Source: an optimization exercise on an open RTL-to-GDS flow (aim: small area and a short achievable clock period). Production flows keep margins and buffers that such runs may drop. RTL that was checked went through simulation tests only; none was proved equivalent to the original. Only the layout flow was run in run 5; the RTL was not checked for function there. Power and IR drop assume default switching activity.

File: flow/run.sh
#!/bin/bash
# synth_recipe.tcl (not shown) runs the flow's synth.tcl, then flattens the netlist and writes it again
# the make line also repeats each setting of config.mk as NAME=value (left out here)
make -C /OpenROAD-flow-scripts/flow DESIGN_CONFIG=/design/flow/config.mk WORK_HOME=/design/flow/orfs CLKGATE_MAP_FILE= SYNTH_SCRIPT=/design/flow/synth_recipe.tcl finish
File: flow/config.mk
export PLATFORM = sky130hd
export DESIGN_NAME = PipelinedFAdd
export DESIGN_NICKNAME = PipelinedFAdd
export VERILOG_FILES = /design/flow/design.v
export SDC_FILE = /design/flow/constraint.sdc
export NUM_CORES = 4
export LEC_CHECK = 0
export CAP_MARGIN = 20
export CORE_MARGIN = 2
export CORE_UTILIZATION = 40
export SLEW_MARGIN = 20
File: flow/constraint.sdc
create_clock -name core_clock -period 8.0 [get_ports {clk}]
set_input_delay 1.6000 -clock core_clock [delete_from_list [all_inputs] [get_ports {clk}]]
set_output_delay 1.6000 -clock core_clock [all_outputs]
set_load 0.01 [all_outputs]
File: flow/design.v
module Stage1_Compare (
  input  wire         clk,
  input  wire         rst,
  input  wire [31:0]  A,
  input  wire [31:0]  B,
  input  wire         operation,    
  output reg          A_sign,
  output reg          B_sign,
  output reg          B_sign_eff,   
  output reg  [7:0]   A_exp,
  output reg  [7:0]   B_exp,
  output reg  [23:0]  A_man,
  output reg  [23:0]  B_man,
  output reg  [7:0]   exp_diff,
  output reg          A_bigger,
  output reg          op_out        
);
  always @(posedge clk or posedge rst) begin
    if (rst) begin
      {A_sign,B_sign,B_sign_eff,A_exp,B_exp,A_man,B_man,exp_diff,A_bigger,op_out} <= 0;
    end else begin
      A_sign <= A[31];
      B_sign <= B[31];
      B_sign_eff <= B[31] ^ operation;  
      op_out     <= operation;
      A_exp  <= A[30:23];
      B_exp  <= B[30:23];
      A_man  <= (A[30:23]==0) ? {1'b0, A[22:0]} : {1'b1, A[22:0]};  
      B_man  <= (B[30:23]==0) ? {1'b0, B[22:0]} : {1'b1, B[22:0]};
      if (A[30:23] >= B[30:23]) begin
        exp_diff  <= A[30:23] - B[30:23];
        A_bigger  <= 1;
      end else begin
        exp_diff  <= B[30:23] - A[30:23];
        A_bigger  <= 0;
      end
    end
  end
endmodule
module Stage1_5_SpecialCase (
  input  wire        clk,
  input  wire        rst,
  input  wire        sign_A,
  input  wire        sign_B_eff,
  input  wire [7:0]  exp_A,
  input  wire [7:0]  exp_B,
  input  wire [23:0] man_A,        
  input  wire [23:0] man_B,
  input  wire [7:0]  exp_diff,
  input  wire        A_is_bigger,
  input  wire        operation,    
  output reg         bypass,         
  output reg  [31:0] bypass_result,  
  output reg         sign_A_out,
  output reg         sign_B_out,
  output reg  [7:0]  exp_A_out,
  output reg  [7:0]  exp_B_out,
  output reg  [23:0] man_A_out,
  output reg  [23:0] man_B_out,
  output reg  [7:0]  exp_diff_out,
  output reg         A_is_bigger_out
);
  wire A_zero = (exp_A == 8'd0    && man_A[22:0] == 0);  
  wire B_zero = (exp_B == 8'd0    && man_B[22:0] == 0); 
  wire A_inf  = (exp_A == 8'hFF   && man_A[22:0] == 0);  
  wire B_inf  = (exp_B == 8'hFF   && man_B[22:0] == 0);
  wire A_nan  = (exp_A == 8'hFF   && man_A[22:0] != 0);  
  wire B_nan  = (exp_B == 8'hFF   && man_B[22:0] != 0);
  always @(posedge clk or posedge rst) begin
    if (rst) begin
      bypass         <= 1'b0;
      bypass_result  <= 32'd0;
      {sign_A_out, sign_B_out, exp_A_out, exp_B_out, man_A_out, man_B_out, exp_diff_out, A_is_bigger_out}
                     <= 0;
    end else begin
      bypass            <= 1'b0;
      sign_A_out        <= sign_A;
      sign_B_out        <= sign_B_eff;
      exp_A_out         <= exp_A;
      exp_B_out         <= exp_B;
      man_A_out         <= man_A;
      man_B_out         <= man_B;
      exp_diff_out      <= exp_diff;
      A_is_bigger_out   <= A_is_bigger;
      if (A_nan || B_nan) begin
        bypass        <= 1'b1;
        bypass_result <= A_nan ? {sign_A, 8'hFF, man_A[22:0]} 
                               : {sign_B_eff, 8'hFF, man_B[22:0]};
      end
      else if (A_inf || B_inf) begin
        bypass       <= 1'b1;
        if (A_inf && B_inf) begin
          if (operation && (sign_A ^ sign_B_eff)) begin  
            bypass_result <= 32'h7FC00000;  
          end else begin
            bypass_result <= { sign_A, 8'hFF, 23'd0 };
          end
        end else if (A_inf) begin
          bypass_result <= { sign_A, 8'hFF, 23'd0 };
        end else begin
          bypass_result <= { sign_B_eff, 8'hFF, 23'd0 };
        end
      end
      else if (A_zero || B_zero) begin
        bypass       <= 1'b1;
        if (A_zero && B_zero) begin
          bypass_result <= {(operation ? {sign_A ^ 1'b1} : {sign_A}) , 8'd0, 23'd0 };
        end
        else if (A_zero) begin
          bypass_result <= { sign_B_eff, exp_B, man_B[22:0] };
        end else begin
          bypass_result <= { sign_A, exp_A, man_A[22:0] };
        end
      end
    end
  end
endmodule
module Stage2_Align (
  input  wire        clk,
  input  wire        rst,
  input  wire [23:0] A_man,
  input  wire [23:0] B_man,
  input  wire [7:0]  exp_diff,
  input  wire        A_bigger,
  input  wire [7:0]  A_exp,
  input  wire [7:0]  B_exp,
  output reg  [23:0] A_man_aligned,
  output reg  [23:0] B_man_aligned,
  output reg  [7:0]  exp_out
);
  always @(posedge clk or posedge rst) begin
    if (rst) begin
      {A_man_aligned,B_man_aligned,exp_out} <= 0;
    end else if (A_bigger) begin
      A_man_aligned <= A_man;
      B_man_aligned <= B_man >> exp_diff;
      exp_out       <= A_exp;
    end else begin
      A_man_aligned <= A_man >> exp_diff;
      B_man_aligned <= B_man;
      exp_out       <= B_exp;
    end
  end
endmodule
module Stage3_Adder (
  input  wire        clk,
  input  wire        rst,
  input  wire [23:0] A_man_aligned,
  input  wire [23:0] B_man_aligned,
  input  wire        A_sign,
  input  wire        B_sign_eff,    
  output reg  [24:0] sum_man,
  output reg         sum_sign
);
  wire same_sign = (A_sign == B_sign_eff);
  reg  [24:0] temp_result;  
  always @(posedge clk or posedge rst) begin
    if (rst) begin
      sum_man  <= 0;
      sum_sign <= 0;
    end else begin
      if (same_sign) begin
        temp_result = A_man_aligned + B_man_aligned;
        sum_sign <= A_sign;   
      end else begin
        if (A_man_aligned >= B_man_aligned) begin
          temp_result = A_man_aligned - B_man_aligned;
          sum_sign <= A_sign;   
        end else begin
          temp_result = B_man_aligned - A_man_aligned;
          sum_sign <= B_sign_eff;   
        end
      end
      sum_man <= temp_result;
    end
  end
endmodule
module Stage4_Normalize (
  input  wire        clk,
  input  wire        rst,
  input  wire [24:0] sum_man,  
  input  wire [7:0]  exp_in,  
  input  wire        sum_sign,
  output reg  [31:0] result
);
  reg [7:0]  exp_adj;  
  reg [23:0] norm_man; 
  reg [4:0]  shift;  
  function integer leading_zeros;
    input [23:0] val;
    integer i;
    begin
      leading_zeros = 0;
      for (i = 0; i <= 23; i = i + 1) begin
        if (val[i] == 1'b1) begin
          leading_zeros = 23 - i;
        end
      end
    end
  endfunction
  always @(posedge clk or posedge rst) begin
    if (rst) begin
      result <= 0;
    end else begin
      if (sum_man[24]) begin
        exp_adj   = exp_in + 1;
        norm_man  = sum_man[24:1];  
      end else begin
        shift     = leading_zeros(sum_man[23:0]);
        exp_adj   = exp_in - shift;
        norm_man  = sum_man[23:0] << shift;
      end
      result <= { sum_sign, exp_adj, norm_man[22:0] };
    end
  end
endmodule
module PipelinedFAdd (
  input  wire        clk,
  input  wire        rst,
  input  wire [31:0] A,
  input  wire [31:0] B,
  input  wire        operation,
  input  wire        in_valid,
  output wire [31:0] result,
  output wire        out_valid
);
  wire        A_sign1, B_sign1_eff, A_bigger1, op1;
  wire [7:0]  A_exp1, B_exp1, diff1;
  wire [23:0] A_man1, B_man1;
  Stage1_Compare U1 (
    .clk(clk),
    .rst(rst),
    .A(A),
    .B(B),
    .operation(operation),
    .A_sign(A_sign1),
    .B_sign_eff(B_sign1_eff),
    .A_exp(A_exp1),
    .B_exp(B_exp1),
    .A_man(A_man1),
    .B_man(B_man1),
    .exp_diff(diff1),
    .A_bigger(A_bigger1),
    .op_out(op1)
  );
  wire        bypass_1_5;
  wire [31:0] bypass_res;
  wire        sA2, sB2, A_big2;
  wire [7:0]  eA2, eB2, diff2;
  wire [23:0] mA2, mB2;
  Stage1_5_SpecialCase U1_5 (
    .clk(clk),
    .rst(rst),
    .sign_A(A_sign1),
    .sign_B_eff(B_sign1_eff),
    .exp_A(A_exp1),
    .exp_B(B_exp1),
    .man_A(A_man1),
    .man_B(B_man1),
    .exp_diff(diff1),
    .A_is_bigger(A_bigger1),
    .operation(op1),
    .bypass(bypass_1_5),
    .bypass_result(bypass_res),
    .sign_A_out(sA2),
    .sign_B_out(sB2),
    .exp_A_out(eA2),
    .exp_B_out(eB2),
    .man_A_out(mA2),
    .man_B_out(mB2),
    .exp_diff_out(diff2),
    .A_is_bigger_out(A_big2)
  );
  wire [23:0] A_man2, B_man2;
  wire [7:0]  exp2;
  Stage2_Align U2 (
    .clk(clk),
    .rst(rst),
    .A_man(mA2),
    .B_man(mB2),
    .exp_diff(diff2),
    .A_bigger(A_big2),
    .A_exp(eA2),
    .B_exp(eB2),
    .A_man_aligned(A_man2),
    .B_man_aligned(B_man2),
    .exp_out(exp2)
  );
  reg        sA3, sB3;
  reg [7:0]  exp4;
  reg [2:0]  bypass_d;
  reg [31:0] bypass_res_d0, bypass_res_d1, bypass_res_d2;
  reg [4:0]  valid_d;
  always @(posedge clk or posedge rst) begin
    if (rst) begin
      {sA3, sB3, exp4, bypass_d, valid_d} <= 0;
      {bypass_res_d0, bypass_res_d1, bypass_res_d2} <= 0;
    end else begin
      sA3             <= sA2;
      sB3             <= sB2;
      exp4            <= exp2;
      bypass_d        <= {bypass_d[1:0], bypass_1_5};
      bypass_res_d0   <= bypass_res;
      bypass_res_d1   <= bypass_res_d0;
      bypass_res_d2   <= bypass_res_d1;
      valid_d         <= {valid_d[3:0], in_valid};
    end
  end
  assign out_valid = valid_d[4];
  wire [24:0] sum3;
  wire        sum_sign3;
  Stage3_Adder U3 (
    .clk(clk),
    .rst(rst),
    .A_man_aligned(A_man2),
    .B_man_aligned(B_man2),
    .A_sign(sA3),
    .B_sign_eff(sB3),
    .sum_man(sum3),
    .sum_sign(sum_sign3)
  );
  wire [31:0] result_stage4;
  Stage4_Normalize U4 (
    .clk(clk),
    .rst(rst),
    .sum_man(sum3),
    .exp_in(exp4),
    .sum_sign(sum_sign3),
    .result(result_stage4)
  );
  assign result = bypass_d[2] ? bypass_res_d2 : result_stage4;
endmodule
==> results.tsv, run 1 <==
metric	value	unit
status	no timing/DRC/antenna violations	
vias	14900	
dr.pass1.iters	5	
synth_commonest_cells	dfrtp_1 (412), nor2_1 (165), nand2_1 (154), inv_1 (136), a21oi_1 (109)	
synth_cells	1953	
ant_nets	0	
cts_buffer_depth	3	
critPathSlowestCell	clkdlybuf4s50_1	
period_needed	4.417	ns
post-dp-hpwl	42870	um
cts_resized	0	
gp_congestion	0.9012	
synth-edff-count	0	
cts.reportedPaths.clkPinSlew	0.06	ns
die_y	229.8	um
fin_worst_skew	0.01675	ns
drc_errors	0	
pin_count	101	
clk_latency	0.56	ns
synthesis.nets	2122	
area_growth	15.58	%
syn_area	20390	sq um
synth.top_cell.area_share	0.5055	
yosysMostFrequentCell	dfrtp_1	
timing.critical_path.to_type	register	
cts_hold_buf	0	
io_buffer_count	100	
first_iter_violations	1156	
critical_path_required	8.47	ns
yosys.area.top_type	dfrtp_1	
vias_per_cell	5.476	
p_per_area	325.4	nW/um^2
setup_viol	0	
core_area	50270	sq um
slew_headroom	0.2864	
peakVddDrop	0.1395	mV
ys_top_cells_by_area	dfrtp_1 (51%), ha_1 (5.8%), mux2i_1 (4.3%), mux2_2 (3.8%), nor2_1 (3.0%)	
numCtsBuffers	43	
timing.fmax	226.4	MHz
cp-start-kind	input port	
post_cts_buffers	0	
antenna_cells	0	
grt_pass1_wl	89460	um
grt_max_degree	152	
synth-main-ff-cell	dfrtp_1	
total_leakage_power	10.44	nW
grt_util_all_layers	0.2184	
criticalPathCategory	in2reg	
syn_area_per_cell	10.44	sq um
tns	0	ns
worstPathArrival	4.89	ns
min_from	U1_5.sign_A_out	
register_area	10310	sq um
cts_root_buf	clkbuf_16	
h-tree-depth	2	
row_count	82	
report.power.total	7.671	mW
r2r-start	U3.sum_man[15]	
cp_max_fo	12	
async_reset_ff_frac	1.000	
die_w	229.8	um
hold_violations	0	
wl_per_cell	21.06	um
clock-sinks	412	
finalCritPeriodShare	0.5521	
drv_cap	0	
fillers	4754	
yosys_warnings	6	
slowest_delay	0.56	ns
grt.overflow.total	0	
hold_path_class	reg2reg	
grt_pass1_vias	15200	
synth_cell_types	85	
ys_seq_elements	412	
worst-slew-pin-transition	1.063	ns
rsz0062_at_grt	false	
drive_above_1_share	0.09961	
yosysSeqAreaShare	0.5055	
nets	2186	
crit_path_start	A[23]	
slew_viol_final	0	
antenna_found_initial	0	
die_area	52810	sq um
start_util	0.4057	
path_cells	clkdlybuf4s50_1, inv_1, ha_1, fa_1, nor2b_1, o21ai_0, a31oi_1, a31o_2, mux2_2, o31ai_1, a21oi_1, o2111a_1, nor3_1	
cts_tree	yes	
regToRegSetupSlack	3.89	ns
multi_input_area	9145	sq um
wl	57280	um
==> registers in the layout, indices dropped and copies added (netlist names), 24 cells and up <==
signal              count
U1.A_man               24
U1.B_man               24
U1_5.bypass_result     32
U1_5.man_A_out         24
U1_5.man_B_out         24
U2.A_man_aligned       24
U2.B_man_aligned       24
U3.sum_man             25
U4.result              32
bypass_res_d0          32
bypass_res_d1          32
bypass_res_d2          32
==> worst max-delay path, delay by kind of cell <==
family | cells | cell delay (ns)
compound gates | 6 | 1.35
buf+inv | 2 | 0.63
fa+ha+maj | 2 | 0.63
mux | 1 | 0.40
simple gates | 2 | 0.28
==> placed cells by master (no fill, tap or decap), types with 10 or more instances in the layout <==
cell	instances
a21o_1	16
nor2b_1	21
a211oi_1	21
inv_1	135
buf_4	19
nor3_1	39
ha_1	95
xnor2_1	28
a31oi_1	22
clkdlybuf4s50_1	100
mux4_2	11
o31ai_1	16
a21oi_1	108
nand4_1	10
nand3_1	25
a22oi_1	10
mux2i_1	88
nand2_1	154
nor2_1	164
a22o_1	20
dfrtp_1	409
nor4_1	30
xor2_1	11
a221oi_1	30
o21ai_0	100
o22ai_1	38
clkbuf_16	45
mux2_2	68
o21bai_1	20
==> stage by stage <==
step	hold slack [ns]	instance area, sq um	setup slack (ns)	cells	util
3_5_place_dp	0.3347	22020	3.037	2641	0.4380
3_3_place_gp	0.3315	22020	2.997	2641	0.4380
2_1_floorplan	0.3312	20400	0.8464	1953	-
4_1_cts	0.3433	23500	3.612	2717	0.4674
5_1_grt	0.3488	23570	3.396	2720	0.4689
6_report	0.3407	23570	3.583	2720	0.4689
==> final timing paths <==
check | to | depth (start not counted)
worst max-delay path | U1.exp_diff[7] | 13
worst min-delay path | sA3 | 0
worst max register to register | U4.result[30] | 16
worst min register to register | sA3 | 0
max in group asynchronous | U1_5.man_B_out[12] | 5
min in group asynchronous | U1_5.exp_B_out[3] | 2
==> cell type report <==
| class | instances | share of cell area |
|---|---|---|
| Tap cell | 672 | 0.03567 |
| Timing Repair Buffer | 124 | 0.05340 |
| Inverter | 141 | 0.02282 |
| Multi-Input combinational cell | 1295 | 0.3880 |
| Clock inverter | 17 | 0.009608 |
| Sequential cell | 412 | 0.4375 |
| Clock buffer | 59 | 0.05298 |
==> per-layer routing <==
| layer | track usage | vias to the layer above | wire length (um) |
|---|---|---|---|
| met5 | 0 | - | 0 |
| met4 | 0.07540 | 0 | 1898 |
| met3 | 0.02765 | 101 | 2582 |
| met2 | 0.3591 | 442 | 27130 |
| met1 | 0.2988 | 7311 | 25660 |
| li1 | - | 7042 | - |
==> power by group <==
group | total, mW | leakage [nW] | internal, mW | switching [mW]
registers | 2.79 | 4.99 | 2.48 | 0.318
logic | 2.82 | 4.72 | 1.18 | 1.65
clock network | 2.05 | 0.724 | 1.25 | 0.799
total | 7.67 | 10.4 | 4.91 | 2.76
==> logic make-up (layout without fill, tap and decap cells) <==
family / after synthesis / in the layout / share of synthesized area
AOI/OAI and AO/OA: 489 / 489 / 0.1596
muxes: 169 / 169 / 0.09417
buffers and inverters: 246 / 341 / 0.04767
DFF: 412 / 412 / 0.5055
adders and majority gates: 101 / 101 / 0.06417
and+or+nand+nor: 496 / 496 / 0.1117
xor gates and xnor gates: 40 / 40 / 0.01718
==> inputs of run 2 (changes only) <==
==> flow/design.v (replaced) <==
module PipelinedFAdd (
  input  wire        clk,
  input  wire        rst,
  input  wire [31:0] A,
  input  wire [31:0] B,
  input  wire        operation,
  input  wire        in_valid,
  output wire [31:0] result,
  output wire        out_valid
);
  wire       sa = A[31];
  wire       sb = B[31] ^ operation;
  wire [7:0] ea = A[30:23];
  wire [7:0] eb = B[30:23];
  wire [22:0] fa = A[22:0];
  wire [22:0] fb = B[22:0];
  wire ea_max = &ea;
  wire eb_max = &eb;
  wire ea_nz  = |ea;
  wire eb_nz  = |eb;
  wire fa_nz  = |fa;
  wire fb_nz  = |fb;
  wire a_nan  = ea_max & fa_nz;
  wire a_inf  = ea_max & ~fa_nz;
  wire b_inf  = eb_max & ~fb_nz;
  wire a_zero = ~ea_nz & ~fa_nz;
  wire b_zero = ~eb_nz & ~fb_nz;
  wire special = ea_max | eb_max | a_zero | b_zero;
  wire b_gt_a = B[30:0] > A[30:0];
  wire swap   = b_gt_a & ~a_nan;
  wire [8:0] dab = {1'b0, ea} - {1'b0, eb};
  wire [7:0] dba = eb - ea;
  wire [7:0] d   = dab[8] ? dba : dab[7:0];
  wire [7:0]  e_big   = swap ? eb : ea;
  wire [22:0] f_big   = swap ? fb : fa;
  wire [22:0] f_small = swap ? fa : fb;
  wire        h_small = swap ? ea_nz : eb_nz;
  wire        h_big   = (swap ? eb_nz : ea_nz) | special;
  reg  [7:0]  r1_e;
  reg  [23:0] r1_mb, r1_ms;
  reg  [4:0]  r1_d;
  reg         r1_kill, r1_s, r1_sub, r1_qnan, r1_zflip;
  always @(posedge clk) begin
    r1_e     <= e_big;
    r1_mb    <= {h_big, f_big};
    r1_ms    <= {h_small, f_small};
    r1_d     <= d[4:0];
    r1_kill  <= special | (d > 8'd23);
    r1_s     <= swap ? sb : sa;
    r1_sub   <= sa ^ sb;
    r1_qnan  <= a_inf & b_inf & operation & (sa ^ sb);
    r1_zflip <= a_zero & b_zero & operation;
  end
  wire [23:0] ms_al = r1_kill ? 24'd0 : (r1_ms >> r1_d);
  wire [24:0] sum   = r1_sub ? ({1'b0, r1_mb} - {1'b0, ms_al})
                             : ({1'b0, r1_mb} + {1'b0, ms_al});
  reg [4:0] lz;
  integer i;
  always @(*) begin
    lz = 5'd1;
    for (i = 0; i <= 24; i = i + 1)
      if (sum[i]) lz = 5'd24 - i[4:0];
  end
  reg  [7:0]  r2_e;
  reg  [24:0] r2_sum;
  reg  [4:0]  r2_lz;
  reg         r2_s, r2_qnan;
  always @(posedge clk) begin
    r2_e    <= r1_e;
    r2_sum  <= sum;
    r2_lz   <= lz;
    r2_s    <= r1_qnan ? 1'b0 : (r1_s ^ r1_zflip);
    r2_qnan <= r1_qnan;
  end
  wire [24:0] nsum = r2_sum << r2_lz;
  wire [7:0]  e_out = r2_e + 8'd1 - {3'd0, r2_lz};
  assign result = {r2_s, e_out, nsum[23] | r2_qnan, nsum[22:1]};
  reg [1:0] vld;
  always @(posedge clk or posedge rst)
    if (rst) vld <= 2'b00;
    else     vld <= {vld[0], in_valid};
  assign out_valid = vld[1];
endmodule
--- a/flow/config.mk
+++ b/flow/config.mk
@@ -6,6 +6,8 @@
 export NUM_CORES = 4
 export LEC_CHECK = 0
+export ABC_CLOCK_PERIOD_IN_PS = 4500
 export CAP_MARGIN = 20
 export CORE_MARGIN = 2
 export CORE_UTILIZATION = 40
+export SETUP_SLACK_MARGIN = 3.5
 export SLEW_MARGIN = 20
==> run 2 against run 1 <==
Worst setup slack lost 0.56 ns; critical path type is now reg2reg; sequential share of layout area is 26 points lower; highest routed layer unchanged; clock skew rose by 0.0036 ns; maximum frequency down 11%; synthesized cell count fell by 42%.
==> results.tsv, run 2 <==
metric	value	unit
status	no timing/DRC/antenna violations	
r2r-start	r1_d[0]	
ys_top_cells_by_area	dfxtp_1 (23%), ha_1 (10%), mux4_2 (6.8%), nand2_1 (5.0%), mux2_2 (4.9%)	
hold_path_class	reg2reg	
synth_cells	1135	
fin_worst_skew	0.02038	ns
crit_path_start	r1_d[0]	
slew_viol_final	0	
whs	0.3226	ns
antenna_cells	0	
cp-start-kind	register	
yosysSeqAreaShare	0.2328	
yosysMostFrequentCell	nand2_1	
grt_max_degree	58	
pre_cts_ws	2.023	ns
drv_cap	0	
yosys.area.top_type	dfxtp_1	
worst-slew-pin-transition	0.6720	ns
ant_nets	0	
hold-path-cell-count	0	
antenna_found_initial	0	
report.power.total	4.690	mW
timing.final.ws_setup	3.022	ns
synthesis.nets	1282	
clock-sinks	107	
tns	0	ns
critical_path_required	8.26	ns
cts_tree	yes	
syn_area	9244	sq um
vias	8918	
cts_hold_buf	0	
synth_commonest_cells	nand2_1 (123), dfxtp_1 (105), nor2_1 (85), inv_1 (81), a21oi_1 (79)	
clk_latency	0.36	ns
vias_per_cell	5.724	
wl	27410	um
pin_count	101	
reg_top3	r1_mb: 24 flops, r1_ms: 24 flops, r2_sum: 24 flops	
h-tree-depth	3	
io_buffer_count	100	
dr.pass1.iters	5	
cp_max_fo	7	
synth.top_cell.area_share	0.2274	
r2r_end	r2_lz[4]	
final_cell_mix	nand2_1 (120), dfxtp_1 (101), clkdlybuf4s50_1 (95)	
wl_per_cell	17.59	um
reg2regPathDepth	22	
grt.overflow.total	0	
rsz0062_at_grt	true	
numCtsBuffers	9	
regToRegSetupSlack	3.02	ns
cts_root_buf	clkbuf_16	
row_count	55	
total_leakage_power	4.894	nW
grt_pass1_wl	42920	um
slew_headroom	0.5514	
core_area	22640	sq um
start_util	0.4083	
die_y	156.0	um
cts_buffer_depth	2	
synth-edff-count	0	
die_area	24340	sq um
area_growth	28.86	%
async_reset_ff_frac	0.01869	
grt_util_all_layers	0.2216	
ys_seq_elements	107	
period_needed	4.978	ns
yosys_warnings	1	
worstPathArrival	5.24	ns
fin_util	0.5261	
timing.fmax	200.9	MHz
cts.reportedPaths.clkPinSlew	0.09	ns
nets	1415	
min_from	r1_e[1]	
synth-main-ff-cell	dfxtp_1	
final_common_cell	nand2_1	
worstSetupEndpoint	r2_lz[4]	
post-dp-hpwl	21040	um
die_w	156.0	um
p_per_area	393.7	nW/um^2
gp_congestion	0.9013	
synth_cell_types	81	
setup_viol	0	
criticalPathCategory	reg2reg	
peakVddDrop	0.2101	mV
syn_area_per_cell	8.144	sq um
hold_violations	0	
drc_errors	0	
drive_above_1_share	0.2152	
grt_pass1_vias	8220	
finalCritPeriodShare	0.6223	
first_iter_violations	647	
timing.critical_path.to_type	register	
-- run 2: cell count changes in the layout (fill, tap and decap cells not counted), moves of 27 or more --
cell,change
mux2_2,-31
nand2_1,-34
buf_4,+40
o21ai_0,-34
a21oi_1,-38
ha_1,-30
mux2i_1,-62
o22ai_1,-27
dfxtp_1,+101
clkbuf_16,-36
inv_1,-57
a221oi_1,-29
dfrtp_1,-407
nor2_1,-85
-- run 2: kinds of logic (layout without fill, tap and decap cells) --
logic type / count (synthesis) / count (layout) / synth area share
AND/OR/NAND/NOR: 378 / 378 / 0.2010
AO/OA/AOI/OAI: 291 / 292 / 0.2022
XOR/XNOR: 45 / 45 / 0.04264
multiplexers: 101 / 101 / 0.1550
flip-flops: 107 / 107 / 0.2328
adder cells (fa/ha/maj): 79 / 79 / 0.1102
buffers and inverters: 134 / 271 / 0.05617
-- run 2: power breakdown --
group | internal, mW | leakage, nW | total (mW) | switching, mW
combinational | 1.66 | 3.83 | 3.44 | 1.78
sequential | 0.674 | 0.908 | 0.784 | 0.110
clock | 0.227 | 0.152 | 0.461 | 0.234
-- run 2: cell type report --
class / count / area, sq um
Clock inverter: 7 / 83.83
Timing Repair Buffer: 169 / 1607
Tap cell: 285 / 356.6
Multi-Input combinational cell: 895 / 7143
Sequential cell: 107 / 2165
Fill cell: 2122 / 10730
Clock buffer: 9 / 225.2
Inverter: 86 / 331.6
-- run 2: per-layer routing --
metal | part of all wire | track usage
met5 | 0 | 0
met4 | 0.015 | 0.05505
met3 | 0.053 | 0.02750
met2 | 0.46 | 0.3571
met1 | 0.47 | 0.3150
-- run 2: what timing repair did --
action,CTS,global route
pin swaps,35,20
gates cloned,2,0
gates resized for setup,75,60
buffers inserted,42,19
endpoints found under the setup margin,78,40
-- run 2: critical path, cell delays in order (launching register included) --
cell and delay [ns]:
dfxtp_4 0.42, buf_6 0.15, mux4_2 0.56, mux2_4 0.29, a221o_2 0.40, nor4b_2 0.22, and4b_2 0.40, a31oi_4 0.11
xor2_1 0.18, ha_2 0.30, buf_4 0.17, a21o_1 0.17, a21oi_2 0.15, nor2_1 0.08, nor3b_2 0.19, buf_4 0.16
nand2_4 0.06, a21oi_4 0.15, o211a_1 0.22, inv_2 0.06, nor2_4 0.10, nand2_4 0.08, a2111oi_4 0.25
-- run 2: worst min-delay path by stage --
stage | to | slack, ns
after floorplan | r2_e[0] | 0.31
after global placement | r2_e[6] | 0.31
after detailed placement | r2_e[6] | 0.32
after CTS | r2_e[1] | 0.32
after global routing | r2_e[1] | 0.33
final | r2_e[1] | 0.32
-- run 2: metrics by stage --
stage | instance area [sq um] | cells
floorplan | 9364 | 1135
global placement | 10540 | 1479
detailed placement | 10540 | 1479
CTS | 11500 | 1539
global route | 11910 | 1558
finish | 11910 | 1558
==> inputs of run 3 (changes only) <==
--- a/flow/config.mk
+++ b/flow/config.mk
@@ -6,8 +6,8 @@
 export NUM_CORES = 4
 export LEC_CHECK = 0
-export ABC_CLOCK_PERIOD_IN_PS = 4500
+export ABC_CLOCK_PERIOD_IN_PS = 3500
 export CAP_MARGIN = 20
 export CORE_MARGIN = 2
 export CORE_UTILIZATION = 40
-export SETUP_SLACK_MARGIN = 3.5
+export SETUP_SLACK_MARGIN = 4.5
 export SLEW_MARGIN = 20
==> run 3 against run 2 <==
Cell area grew 14%; final cell count up 4.2%; sequential share of layout area is 2.2 points lower; clock-buffer cell count rose by 1; global-route usage grew 1.5 points; core utilization grew 7.5 points; largest power group unchanged; critical path depth shrank 2.
==> results.tsv, run 3 <==
metric	value	unit
antenna_cells	0	
gp_congestion	0.9231	
status	no timing/DRC/antenna violations	
synth_cell_types	81	
io_buffer_count	100	
path_cells	buf_6, mux4_2, mux2_4, a221o_2, nor4b_4, and4b_2, buf_12, a31oi_4, xor2_1, ha_4, and4_4, nand2_2, or4_4, nand2_4, a21oi_4, xnor2_4, buf_6, a21oi_2, o31ai_1, a211oi_1	
drv_cap	0	
vias	9375	
h-tree-depth	3	
yosys.area.top_type	dfxtp_1	
hold_violations	0	
synth_cells	1135	
syn_area	9244	sq um
ys_seq_elements	107	
async_reset_ff_frac	0.01869	
antenna_found_initial	1	
grt.overflow.total	0	
final_common_cell	dfxtp_1	
grt_max_degree	33	
finalCritPeriodShare	0.6251	
cts.reportedPaths.clkPinSlew	0.08	ns
die_y	156.0	um
hold_path_class	reg2reg	
yosys_warnings	1	
slowest_delay	0.57	ns
wl_per_cell	18.91	um
p_per_area	385.1	nW/um^2
fin_worst_skew	0.01244	ns
drive_above_1_share	0.3714	
yosysSeqAreaShare	0.2328	
critPathSlowestCell	or4_4	
slew_viol_final	0	
synth-edff-count	0	
synth.top_cell.area_share	0.2274	
dr.pass1.iters	5	
worstPathArrival	5.26	ns
reg_top3	r1_mb: 24 flops, r1_ms: 24 flops, r2_sum: 24 flops	
critical_path_required	8.26	ns
cp_max_fo	8	
timing.critical_path.to_type	register	
period_needed	5.001	ns
clk_latency	0.35	ns
core_area	22640	sq um
yosysMostFrequentCell	nand2_1	
die_area	24340	sq um
peakVddDrop	0.1780	mV
criticalPathCategory	reg2reg	
syn_area_per_cell	8.144	sq um
vias_per_cell	5.776	
clock-sinks	107	
die_w	156.0	um
tns	0	ns
setup_viol	0	
synth_commonest_cells	nand2_1 (123), dfxtp_1 (105), nor2_1 (85), inv_1 (81), a21oi_1 (79)	
numCtsBuffers	9	
pre_cts_ws	2.297	ns
grt_pass1_vias	8857	
synth-main-ff-cell	dfxtp_1	
total_leakage_power	5.758	nW
rsz0062_at_grt	true	
first_iter_violations	657	
cts_buffer_depth	2	
ant_nets	0	
pin_count	101	
synthesis.nets	1282	
ys_top_cells_by_area	dfxtp_1 (23%), ha_1 (10%), mux4_2 (6.8%), nand2_1 (5.0%), mux2_2 (4.9%)	
row_count	55	
timing.fmax	200.0	MHz
cp_common_cell	buf_6	
grt_util_all_layers	0.2368	
cts_root_buf	clkbuf_16	
area_growth	47.16	%
slew_headroom	0.5079	
timing.final.ws_setup	2.999	ns
grt_pass1_wl	45840	um
cp-start-kind	register	
nets	1480	
worst-slew-pin-transition	0.7349	ns
wl	30690	um
drc_errors	0	
post-dp-hpwl	21560	um
cts_hold_buf	0	
cts_tree	yes	
start_util	0.4083	
path_buf_inv	3	
fin_util	0.6008	
cp_top_family	simple AND/OR/NAND/NOR gates	
final_cell_mix	dfxtp_1 (98), nand2_1 (89), buf_4 (87)	
-- run 3: cell counts after synthesis --
Identical to the previous run, type by type.
-- run 3: worst paths after layout --
path / start / endpoint / slack, ns / cells after the start
worst min-delay path: r1_e[5] / r2_e[5] / 0.33 / 0
worst max register to register: r1_d[0] / r2_lz[0] / 3.00 / 20
worst max-delay path: r1_d[0] / r2_lz[0] / 3.00 / 20
max in group asynchronous: rst / vld[1] / 6.49 / 2
worst min register to register: r1_e[5] / r2_e[5] / 0.33 / 0
min in group asynchronous: rst / vld[0] / 1.39 / 2
-- run 3: final cells by class --
cell class              instances  area (sq um)
fillers                      1915          9037
inverters                      86         365.4
repair buffers                235          2369
flip-flops and latches        107          2168
clock buffers                  10         229.0
multi-input cells             894          8058
well taps                     285         356.6
clock inverters                 6         57.56
-- run 3: per-stage QoR --
stage                     hold slack [ns]  instances  area [sq um]  total power, mW
after floorplan                    0.3096       1135          9757            2.926
final                              0.3312       1623         13600            5.238
after global placement             0.3112       1478         10800            3.704
after detailed placement           0.3121       1478         10800            3.716
after global routing               0.3378       1623         13600            5.596
after CTS                          0.3311       1567         12480            4.718
-- run 3: cells by family (layout without fill, tap and decap cells) --
group                    Yosys count  after routing  synth area share
flip-flops                       107            107            0.2328
buffers and inverters            134            337           0.05617
XOR/XNOR                          45             45           0.04264
AO/OA/AOI/OAI                    291            291            0.2022
adder cells (fa/ha/maj)           79             79            0.1102
AND/OR/NAND/NOR                  378            378            0.2010
multiplexers                     101            101            0.1550
-- run 3: report_power, final --
part | switching [mW] | leakage [nW] | internal, mW | total, mW
Sequential | 0.124 | 0.908 | 0.676 | 0.800
Clock | 0.204 | 0.141 | 0.218 | 0.423
Combinational | 2.03 | 4.71 | 1.99 | 4.02
-- run 3: repair_timing --
action	CTS	global route
endpoints found under the setup margin	121	114
cloned	6	8
buffers inserted	67	48
pin swaps	85	65
gates resized for setup	301	185
-- run 3: metal layers --
metal  GRT usage  vias up  part of all wire
li1            -     4532                 -
met1      0.3128     4516              0.43
met2      0.4048      272              0.49
met3     0.03472       55             0.049
met4     0.06422        0             0.028
met5           0        -                 0
==> inputs of run 4 (changes only) <==
--- a/flow/config.mk
+++ b/flow/config.mk
@@ -6,8 +6,6 @@
 export NUM_CORES = 4
 export LEC_CHECK = 0
-export ABC_CLOCK_PERIOD_IN_PS = 3500
 export CAP_MARGIN = 20
 export CORE_MARGIN = 2
 export CORE_UTILIZATION = 40
-export SETUP_SLACK_MARGIN = 4.5
 export SLEW_MARGIN = 20
==> run 4 against run 3 <==
Still clean on timing, DRC and antenna; power decreased by 24%; synthesized cell count unchanged; flip-flop and latch count unchanged; core utilization decreased by 13 points; combinational power decreased by about 30%; via count decreased by 8.8%; synthesized area unchanged; cell area decreased by 21%; sequential share of layout area increased by 4.1 points; worst setup slack got worse by 0.93 ns; first-iteration DRC count decreased by 21%; critical endpoint is now r2_lz[4].
==> results.tsv, run 4 <==
metric	value	unit
status	no timing/DRC/antenna violations	
timing.critical_path.to_type	register	
synthesis.nets	1282	
die_y	156.0	um
yosys_warnings	1	
h-tree-depth	3	
finalCritPeriodShare	0.7412	
cts_tree	yes	
hold_path_class	reg2reg	
antenna_found_initial	1	
io_buffer_count	100	
period_needed	5.930	ns
slew_headroom	0.4407	
area_growth	16.45	%
drive_above_1_share	0.09323	
die_w	156.0	um
vias_per_cell	5.710	
grt_pass1_vias	7996	
cp_max_fo	30	
synth.top_cell.area_share	0.2274	
wl	25880	um
syn_area	9244	sq um
report.power.total	3.985	mW
cts.reportedPaths.clkPinSlew	0.08	ns
setup_viol	0	
tns	0	ns
synth_commonest_cells	nand2_1 (123), dfxtp_1 (105), nor2_1 (85), inv_1 (81), a21oi_1 (79)	
synth_cell_types	81	
cts_resized	0	
drv_cap	0	
numCtsBuffers	9	
ys_top_cells_by_area	dfxtp_1 (23%), ha_1 (10%), mux4_2 (6.8%), nand2_1 (5.0%), mux2_2 (4.9%)	
ant_nets	0	
pin_count	101	
reg_top3	r1_mb: 24 flops, r1_ms: 24 flops, r2_sum: 24 flops	
first_iter_violations	518	
dr.pass1.iters	4	
async_reset_ff_frac	0.01869	
die_area	24340	sq um
drc_errors	0	
yosysMostFrequentCell	nand2_1	
clk_latency	0.35	ns
dr.max_layer_used	met4	
worst-slew-pin-transition	0.8357	ns
syn_area_per_cell	8.144	sq um
slew_viol_final	0	
total_leakage_power	4.425	nW
worstPathArrival	6.18	ns
wl_met2	11690	um
cts_buffer_depth	2	
final_common_cell	nand2_1	
post_cts_buffers	0	
wl_met1	12390	um
final_cell_mix	nand2_1 (123), dfxtp_1 (105), clkdlybuf4s50_1 (100)	
nets	1354	
criticalPathCategory	reg2reg	
timing.fmax	168.6	MHz
grt.overflow.total	0	
yosysSeqAreaShare	0.2328	
clock-sinks	107	
synth-edff-count	0	
whs	0.3297	ns
cp-start-kind	register	
grt_pass1_wl	41260	um
p_per_area	370.2	nW/um^2
wl_per_cell	17.29	um
grt_max_degree	55	
peakVddDrop	0.1626	mV
start_util	0.4083	
ys_seq_elements	107	
critical_path_required	8.25	ns
fin_worst_skew	0.01250	ns
yosys.area.top_type	dfxtp_1	
gp_congestion	0.9240	
hold_violations	0	
rsz0062_at_grt	false	
row_count	55	
grt_util_all_layers	0.2139	
cts_root_buf	clkbuf_16	
synth-main-ff-cell	dfxtp_1	
wl_met3	1371	um
post-dp-hpwl	21130	um
vias	8548	
cts_hold_buf	0	
core_area	22640	sq um
synth_cells	1135	
antenna_cells	0	
## run 4: changes by cell type in the layout (fill, tap and decap cells not counted), moves of 18 or more
| cell | change |
|---|---|
| clkdlybuf4s50_1 | +83 |
| buf_4 | -78 |
| dlygate4sd2_1 | -46 |
| o21ai_0 | +43 |
| nand2_1 | +34 |
| mux2_2 | +29 |
| mux2_4 | -29 |
| o21ai_2 | -28 |
| a21oi_1 | +24 |
| buf_6 | -24 |
| ha_1 | +24 |
| nand2_4 | -21 |
| a21oi_2 | -18 |
| ha_4 | -18 |
## run 4: worst max-delay path, cell delays in order, from the launching register on
cell and delay [ns]:
dfxtp_1 0.31, buf_4 0.39, mux4_2 0.58, mux2i_1 0.45, o22ai_1 0.25, inv_1 0.09
ha_1 0.16, inv_1 0.08, nor4_4 0.37, nor2b_1 0.18, nor2_1 0.06, xnor2_1 0.14
ha_1 0.43, a21oi_1 0.16, a21boi_0 0.26, o2bb2ai_1 0.18, or4_1 0.46, nand2_1 0.11
a21oi_1 0.10, xnor2_1 0.19, nor4_1 0.40, inv_1 0.15, a2111oi_4 0.32
## run 4: final timing paths
| check | endpoint | depth (start not counted) | start | slack [ns] |
|---|---|---|---|---|
| hold / removal | r2_e[0] | 0 | r1_e[0] | 0.33 |
| setup / recovery | r2_lz[4] | 22 | r1_d[0] | 2.07 |
| hold reg to reg | r2_e[0] | 0 | r1_e[0] | 0.33 |
| max in group asynchronous | vld[1] | 2 | rst | 6.49 |
| min in group asynchronous | vld[0] | 2 | rst | 1.39 |
| setup reg to reg | r2_lz[4] | 22 | r1_d[0] | 2.07 |
## run 4: kinds of logic after synthesis
family | after synthesis | share of synthesized area
AND/OR/NAND/NOR | 378 | 0.2010
adder cells (fa/ha/maj) | 79 | 0.1102
multiplexers | 101 | 0.1550
AO/OA/AOI/OAI | 291 | 0.2022
buffers and inverters | 134 | 0.05617
flip-flops | 107 | 0.2328
XOR/XNOR | 45 | 0.04264
## run 4: report_power, final
part / switching [mW] / internal, mW / total, mW
Combinational: 1.53 / 1.27 / 2.80
Sequential: 0.0974 / 0.674 / 0.771
Clock: 0.203 / 0.215 / 0.417
Total: 1.83 / 2.16 / 3.98
## run 4: final cells by class
| cell class | count | area [sq um] |
|---|---|---|
| Clock buffer | 10 | 229.0 |
| Clock inverter | 6 | 51.30 |
| Fill cell | 2185 | 11880 |
| Inverter | 86 | 322.8 |
| Multi-Input combinational cell | 894 | 6584 |
| Sequential cell | 107 | 2152 |
| Tap cell | 285 | 356.6 |
| Timing Repair Buffer | 109 | 1069 |
## run 4: metal layers
| layer | up-vias | global-route usage |
|---|---|---|
| met5 | - | 0 |
| met2 | 285 | 0.3453 |
| met1 | 3964 | 0.3014 |
| met4 | 0 | 0.05679 |
| li1 | 4274 | - |
| met3 | 25 | 0.02778 |
## run 4: per-stage QoR
step	cells	utilization	setup slack, ns	instance area, sq um
floorplan	1135	-	2.654	9244
global placement	1481	0.4631	2.234	10480
detailed placement	1481	0.4631	2.109	10480
CTS	1497	0.4754	2.073	10760
global route	1497	0.4754	1.458	10760
finish	1497	0.4754	2.070	10760
==> inputs of run 5 (changes only) <==
==> flow/design.v (replaced) <==
module PipelinedFAdd (
  input  wire        clk,
  input  wire        rst,
  input  wire [31:0] A,
  input  wire [31:0] B,
  input  wire        operation,
  input  wire        in_valid,
  output wire [31:0] result,
  output wire        out_valid
);
  reg [31:0] r1_a, r1_b;
  reg        r1_op;
  always @(posedge clk) begin
    r1_a  <= A;
    r1_b  <= B;
    r1_op <= operation;
  end
  wire        sa = r1_a[31];
  wire        sb = r1_b[31] ^ r1_op;
  wire [7:0]  ea = r1_a[30:23];
  wire [7:0]  eb = r1_b[30:23];
  wire [22:0] fa = r1_a[22:0];
  wire [22:0] fb = r1_b[22:0];
  wire ea_max = &ea;
  wire eb_max = &eb;
  wire ea_nz  = |ea;
  wire eb_nz  = |eb;
  wire fa_nz  = |fa;
  wire fb_nz  = |fb;
  wire a_nan  = ea_max & fa_nz;
  wire a_inf  = ea_max & ~fa_nz;
  wire b_inf  = eb_max & ~fb_nz;
  wire a_zero = ~ea_nz & ~fa_nz;
  wire b_zero = ~eb_nz & ~fb_nz;
  wire special = ea_max | eb_max | a_zero | b_zero;
  wire b_gt_a = r1_b[30:0] > r1_a[30:0];
  wire swap   = b_gt_a & ~a_nan;
  wire [8:0] dab = {1'b0, ea} - {1'b0, eb};
  wire [7:0] dba = eb - ea;
  wire [7:0] d   = dab[8] ? dba : dab[7:0];
  reg  [7:0]  r2_e;
  reg  [23:0] r2_mb, r2_ms;
  reg  [4:0]  r2_d;
  reg         r2_kill, r2_s, r2_sub, r2_qnan;
  always @(posedge clk) begin
    r2_e    <= swap ? eb : ea;
    r2_mb   <= {(swap ? eb_nz : ea_nz) | special, swap ? fb : fa};
    r2_ms   <= {swap ? ea_nz : eb_nz, swap ? fa : fb};
    r2_d    <= d[4:0];
    r2_kill <= special | (d > 8'd23);
    r2_sub  <= sa ^ sb;
    r2_qnan <= a_inf & b_inf & r1_op & (sa ^ sb);
    r2_s    <= (a_inf & b_inf & r1_op & (sa ^ sb)) ? 1'b0 :
               ((swap ? sb : sa) ^ (a_zero & b_zero & r1_op));
  end
  wire [23:0] ms_al = r2_kill ? 24'd0 : (r2_ms >> r2_d);
  wire [24:0] sum   = r2_sub ? ({1'b0, r2_mb} - {1'b0, ms_al})
                             : ({1'b0, r2_mb} + {1'b0, ms_al});
  reg  [7:0]  r3_e;
  reg  [24:0] r3_sum;
  reg         r3_s, r3_qnan;
  always @(posedge clk) begin
    r3_e    <= r2_e;
    r3_sum  <= sum;
    r3_s    <= r2_s;
    r3_qnan <= r2_qnan;
  end
  reg [4:0] lz;
  integer i;
  always @(*) begin
    lz = 5'd1;
    for (i = 0; i <= 24; i = i + 1)
      if (r3_sum[i]) lz = 5'd24 - i[4:0];
  end
  wire [24:0] nsum  = r3_sum << lz;
  wire [7:0]  e_out = r3_e + 8'd1 - {3'd0, lz};
  reg [31:0] r4_res;
  always @(posedge clk)
    r4_res <= {r3_s, e_out, nsum[23] | r3_qnan, nsum[22:1]};
  assign result = r4_res;
  reg [3:0] vld;
  always @(posedge clk or posedge rst)
    if (rst) vld <= 4'b0000;
    else     vld <= {vld[2:0], in_valid};
  assign out_valid = vld[3];
endmodule
--- a/flow/config.mk
+++ b/flow/config.mk
@@ -6,6 +6,8 @@
 export NUM_CORES = 4
 export LEC_CHECK = 0
+export ABC_CLOCK_PERIOD_IN_PS = 2500
 export CAP_MARGIN = 20
 export CORE_MARGIN = 2
 export CORE_UTILIZATION = 40
+export SETUP_SLACK_MARGIN = 5
 export SLEW_MARGIN = 20
==> run 5 against run 4 <==
Still clean on timing, DRC and antenna; worst setup slack better by 1.2 ns; synthesized area is 20% higher; largest power group unchanged; critical path depth is 1 lower; clock power grew to 2.6 times the previous value.
==> results.tsv, run 5 <==
metric	value	unit
status	no timing/DRC/antenna violations	
antenna_found_initial	0	
peakVddDrop	0.1751	mV
path_cells	buf_6, mux4_2, a222oi_1, buf_4, a2bb2oi_2, or2_4, ha_4, inv_2, or4_4, nor2_4, a21oi_2, xor2_1, ha_1, nand2_2, nor3_2, a31oi_1, o311a_1, or4_4, a31oi_4, nand4_1, o311ai_0	
start_util	0.4095	
hold_path_class	reg2reg	
worstPathArrival	5.14	ns
slew_viol_final	0	
synth_cell_types	78	
final_cell_mix	dfxtp_1 (187), nand2_1 (96), clkdlybuf4s50_1 (91)	
synth.top_cell.area_share	0.3564	
timing.critical_path.to_type	register	
cp-start-kind	register	
fin_worst_skew	0.01601	ns
cp_max_fo	8	
gp_congestion	0.9548	
drc_errors	0	
row_count	60	
cts.reportedPaths.clkPinSlew	0.06	ns
yosys.area.top_type	dfxtp_1	
reg_top3	r1_a: 32 flops, r1_b: 32 flops, r4_res: 32 flops	
ys_seq_elements	201	
hold-path-cell-count	0	
grt_pass1_vias	9104	
ant_nets	0	
area_growth	30.08	%
io_buffer_count	100	
syn_area	11070	sq um
die_y	170.3	um
timing.fmax	211.5	MHz
yosysMostFrequentCell	dfxtp_1	
synth-edff-count	0	
rsz0062_at_grt	true	
cp_common_cell	or4_4	
report.power.total	5.589	mW
slowest_delay	0.51	ns
grt_max_degree	65	
regToRegSetupSlack	3.27	ns
h-tree-depth	1	
tns	0	ns
pin_count	101	
die_area	29010	sq um
timing.final.ws_setup	3.272	ns
clk_latency	0.52	ns
hold_violations	0	
sw_frac_of_total	0.3939	
nets	1520	
ys_top_cells_by_area	dfxtp_1 (36%), ha_1 (8.5%), mux2i_1 (5.1%), mux4_2 (4.5%), o21ai_0 (3.4%)	
yosys_warnings	1	
slew_headroom	0.3781	
total_leakage_power	6.076	nW
core_area	27030	sq um
antenna_cells	0	
register_area	4064	sq um
p_comb_frac	0.536	
cts_root_buf	clkbuf_16	
synth_cells	1216	
first_iter_violations	490	
fillers	2481	
period_needed	4.728	ns
post-dp-hpwl	22090	um
p_per_area	388.3	nW/um^2
p_clk_frac	0.197	
vias	9573	
criticalPathCategory	reg2reg	
fin_util	0.5327	
die_w	170.3	um
pre_cts_ws	2.424	ns
clock-sinks	201	
async_reset_ff_frac	0.01990	
internal-power	3.388	mW
wl	30200	um
multi_input_area	7003	sq um
cts_tree	yes	
dp_cells	1618	
wl_per_cell	17.45	um
setup_viol	0	
switchingPower	2.201	mW
critical_path_required	8.41	ns
grt_util_all_layers	0.2002	
worst-slew-pin-transition	0.9316	ns
critPathSlowestCell	mux4_2	
drive_above_1_share	0.1993	
synth_commonest_cells	dfxtp_1 (197), nand2_1 (100), nor2_1 (93), inv_1 (85), o21ai_0 (76)	
syn_area_per_cell	9.101	sq um
cts_buffer_depth	3	
reg2regPathDepth	21	
seqPwrFrac	0.267	
vias_per_cell	5.530	
drv_cap	0	
synth-main-ff-cell	dfxtp_1	
numCtsBuffers	23	
synthesis.nets	1363	
stdcell_count	1731	
dr.pass1.iters	7	
final_common_cell	dfxtp_1	
yosysSeqAreaShare	0.3654	
finalCritPeriodShare	0.5910	
grt_pass1_wl	46600	um
grt.overflow.total	0	
cts_hold_buf	0	
[run 5: stage by stage]
step | hold WS (ns) | cell area [sq um]
final | 0.3262 | 14400
after global routing | 0.3272 | 14400
after CTS | 0.3258 | 13950
after detailed placement | 0.3121 | 12530
after global placement | 0.3110 | 12530
after floorplan | 0.3096 | 11310
[run 5: cells by family (layout without fill, tap and decap cells)]
family,after synthesis,in the layout,share of synthesized area
compound gates,302,302,0.1783
mux,110,110,0.1280
fa+ha+maj,79,79,0.09203
simple gates,339,339,0.1473
xor+xnor,52,52,0.04115
buf+inv,133,307,0.04782
flops,201,201,0.3654
[run 5: routing by layer]
layer	vias up	wire, um	track usage
li1	4720	-	-
met1	4467	13030	0.2526
met2	303	14420	0.3443
met3	83	1437	0.02581
met4	0	1305	0.08398
met5	-	0	0
[run 5: final cells by class]
class | count | share of cell area
clock buffers | 27 | 0.04311
multi-input cells | 882 | 0.4864
repair inverters | 2 | 0.001391
well taps | 341 | 0.02964
inverters | 87 | 0.02581
repair buffers | 176 | 0.1177
flip-flops and latches | 201 | 0.2823
clock inverters | 15 | 0.01365
[run 5: worst paths after layout]
path | end | startpoint
worst max register to register | r3_sum[21] | r2_d[1]
min in group asynchronous | vld[3] | rst
worst max-delay path | r3_sum[21] | r2_d[1]
worst min-delay path | r3_s | r2_s
worst min register to register | r3_s | r2_s
max in group asynchronous | vld[2] | rst
[run 5: repair_timing]
action                                  in CTS  in global routing
setup buffers                               44                 23
endpoints found under the setup margin      69                 63
pin swaps                                   18                 31
gates cloned                                 1                  3
resized for setup                           60                 51
[run 5: power by group through the flow]
stage          clock network (mW)  registers [mW]  logic (mW)
2_1_floorplan                   0            1.44        1.93
3_3_place_gp                    0            1.50        2.49
3_5_place_dp                    0            1.50        2.51
4_1_cts                      1.12            1.49        2.79
5_1_grt                      1.17            1.52        3.27
6_report                     1.10            1.49        3.00
[run 5: critical path, delay by kind of cell, from the launching register on]
family                   cells  cell delay [ns]
adder cells (fa/ha/maj)      2             0.46
AND/OR/NAND/NOR              7             1.56
flip-flops                   1             0.42
buffers and inverters        3             0.38
AO/OA/AOI/OAI                7             1.08
multiplexers                 1             0.51
XOR/XNOR                     1             0.19

[separate check: timing with driven ports]
No port has a modelled driver above. Below, the same layouts with a new extraction and two added sets of constraints. Step 1: set_driving_cell puts a clkbuf_16 on clk and a buf_2 on each other input, an assumption about the parent block. Step 2 moves the port delays by t, midway between the first and last clock arrival at a register: inputs arrive t later, outputs are due t later. That takes back most of the time a late clock gives input paths. a / b / c = ideal / step 1 / step 2; a / b = the first two.
run	t, ns	slack for setup (ns)	worst setup path at the end
run 1	0.606	3.583 / 3.612 / 3.006	input to register
run 2	0.401	3.022 / 3.022 / 3.022	register to register
run 3	0.388	2.999 / 2.999 / 2.999	register to register
run 4	0.392	2.070 / 2.070 / 2.070	register to register
run 5	0.563	3.272 / 3.272 / 3.272	register to register
After both steps every run listed still meets setup and hold. For run 1, which loses most, drivers alone change the setup slack by +0.029 ns; drivers and shift together by -0.577 ns.
